This design comes from an exercise in tuning for small area and a short achievable clock period on the open sky130 flow, not from production work. Function was checked by simulation only, so behaviour that the tests miss may differ from the original. No activity file was given, so power comes from the tool's default toggle rates.

Setup of lane 1:
## Compressor
module Compressor(CLK_8,RESET,Pixel,OB,SCLK);
input wire RESET,CLK_8;
input wire [7:0] Pixel;
output wire OB,SCLK;
function [15:0] f_add(input [15:0] a, input [15:0] b, input ci);
    integer i;
    reg c;
    begin
        c = ci;
        for (i = 0; i < 16; i = i + 1) begin
            f_add[i] = a[i] ^ b[i] ^ c;
            c = (a[i] & b[i]) | (c & (a[i] ^ b[i]));
        end
    end
endfunction
function [15:0] f_inc(input [15:0] a, input ci);
    integer i;
    reg c;
    begin
        c = ci;
        for (i = 0; i < 16; i = i + 1) begin
            f_inc[i] = a[i] ^ c;
            c = a[i] & c;
        end
    end
endfunction
reg [2:0] ph;
wire [2:0] ph_inc;
assign ph_inc = f_inc(ph, 1'b1);
always @(posedge CLK_8)
    if (RESET) ph <= 3'd0;
    else       ph <= ph_inc;
wire e0 = (ph == 3'd0);
wire e7 = (ph == 3'd7);
reg [8:0] rsum, rdif;
reg [1:0] turn;
reg [3:0] Cnt;
wire clip_c = (rsum < 9'd75) | (rsum > 9'd435)
            | (~rdif[8] & (rdif[7:0] > 8'd180))
            | ( rdif[8] & (rdif[7:0] < 8'd76));
wire nf_c = (rsum == 9'd0);
wire fp_c = (rsum == 9'd75) & (rdif == 9'd75);
wire tp_c = (rsum == 9'd77) & (rdif == 9'd77);
wire c0 = (Cnt == 4'd0), c1 = (Cnt == 4'd1), c2 = (Cnt == 4'd2), c3 = (Cnt == 4'd3);
wire c6 = (Cnt == 4'd6), c7 = (Cnt == 4'd7), c8 = (Cnt == 4'd8), c9 = (Cnt == 4'd9);
wire vss_c = (~tp_c | c6) & (c0 | c3 | c6 | c7 | c8 | c9);
wire v1_c = c1 | c2 | c7 | c8;
wire v2_c = c7 | c8;
wire uv_c = ~clip_c & (turn != 2'b00);
wire f_clip = clip_c;
wire f_vc   = vss_c & ~clip_c;
wire f_nf   = nf_c;
wire f_x1   = uv_c;
wire f_d1   = uv_c & v1_c & ~fp_c;
wire f_x2   = uv_c & v1_c;
wire f_d2   = uv_c & v2_c & ~tp_c;
wire [7:0] rs_inc2;
wire [8:0] rs_inc, rd_inc;
wire [3:0] cnt_inc;
assign rs_inc = f_inc(rsum, 1'b1);
assign rs_inc2 = f_inc(rsum[8:1], 1'b1);      
assign rd_inc = f_inc(rdif, 1'b1);
assign cnt_inc = f_inc(Cnt, 1'b1);
always @(posedge CLK_8)
    if (RESET) begin
        rsum <= 9'd509; rdif <= 9'h1ff; turn <= 2'b10; Cnt <= 4'd0;
  ...
For scale: about 1400 cells after synthesis, about 350 flip-flops, about 12 I/O pins, ~17000 um2 of cells after synthesis.
clock: 16.0 ns
lec_check: 0
cap_margin: 20
core_margin: 2
core_utilization: 60
cts_buf_list: sky130_fd_sc_hd__clkbuf_16
cts_cluster_diameter: 100
cts_cluster_size: 30
slew_margin: 20
standard.sh (not shown) runs the stock make flow with config.mk's settings and CLKGATE_MAP_FILE= SYNTH_SCRIPT=/design/flow/synth_recipe.tcl, a recipe that flattens the netlist after the stock synthesis.
==> flow/flow/run.sh <==
#!/bin/bash
export BUFFER_PORTS_ARGS="-buffer_cell sky130_fd_sc_hd__buf_2"
export SETUP_SLACK_MARGIN=11.7
export CTS_ARGS="-sink_clustering_enable -repair_clock_nets -sink_clustering_size 30 -sink_clustering_max_diameter 100 -buf_list sky130_fd_sc_hd__clkbuf_16 -dont_use_dummy_load"
bash standard.sh > standard.log 2>&1
Lane 1 closes out successfully: all stages finished, all timing, DRC and antenna checks passed.
--- input diff lane 1..lane 2 ---
==> flow/flow/run.sh <==
#!/bin/bash
export BUFFER_PORTS_ARGS="-buffer_cell sky130_fd_sc_hd__buf_2"
export SETUP_SLACK_MARGIN=12.1
export CTS_ARGS="-sink_clustering_enable -repair_clock_nets -sink_clustering_size 30 -sink_clustering_max_diameter 100 -buf_list sky130_fd_sc_hd__clkbuf_16 -dont_use_dummy_load"
bash standard.sh > standard.log 2>&1
Notes after the runs:
Looking at half-perimeter wire length of the detailed placement result across lane 1 and lane 2, the one that comes out lower is lane 2. The share of cell area taken by multi-input logic gates of lane 2 and that of lane 1 are within noise of each other. Synthesized cell count: lane 2 vs lane 1 identical. Lane 1 → lane 2: power went up, detailed-routed wire length on met2 comparable, wire length of the first global-routing pass did not really move, total global routing track utilization saw little to no change, proportion of power drawn by the clock network closely matched the old numbers. Number of cells on the worst reg-to-reg path: lane 2 < lane 1. Summary: area of all placed cells without fillers, lane 2 worse than lane 1. Critical-path cell with the highest stage delay: dfxtp_1 -> lane 1, dfxtp_2 -> lane 2. For leakage dissipation, lane 2 and lane 1 come out practically identical.

[re-timing with driven ports]
In the flow no input, the clock included, has a driving cell. The finished layouts below were timed again as built, in two steps.
Step 1, drivers: a clkbuf_16 drives CLK_8 and a buf_2 each remaining input, both assumed.
Step 2, shift: input delay + t, output delay - t, t = (earliest + latest rising clock arrival at the registers) / 2. This alone moves slack from input paths to output paths.
a / b / c = ideal / step 1 / step 2; a / b = the first two.
| run | t, ns | setup slack, ns | worst register clock-pin slew, ns | worst slew at a driven data input, ns | pins driven straight from the clock port |
|---|---|---|---|---|---|
| lane 1 | 0.542 | 11.842 / 11.793 / 11.687 | 0.11 / 0.11 | 0.03 | 1 |
| lane 2 | 0.542 | 11.825 / 11.774 / 11.776 | 0.11 / 0.11 | 0.03 | 1 |
After both steps setup and hold are still met in every run listed. For lane 1, which loses most, drivers alone change the setup slack by -0.049 ns; drivers and shift together by -0.155 ns.
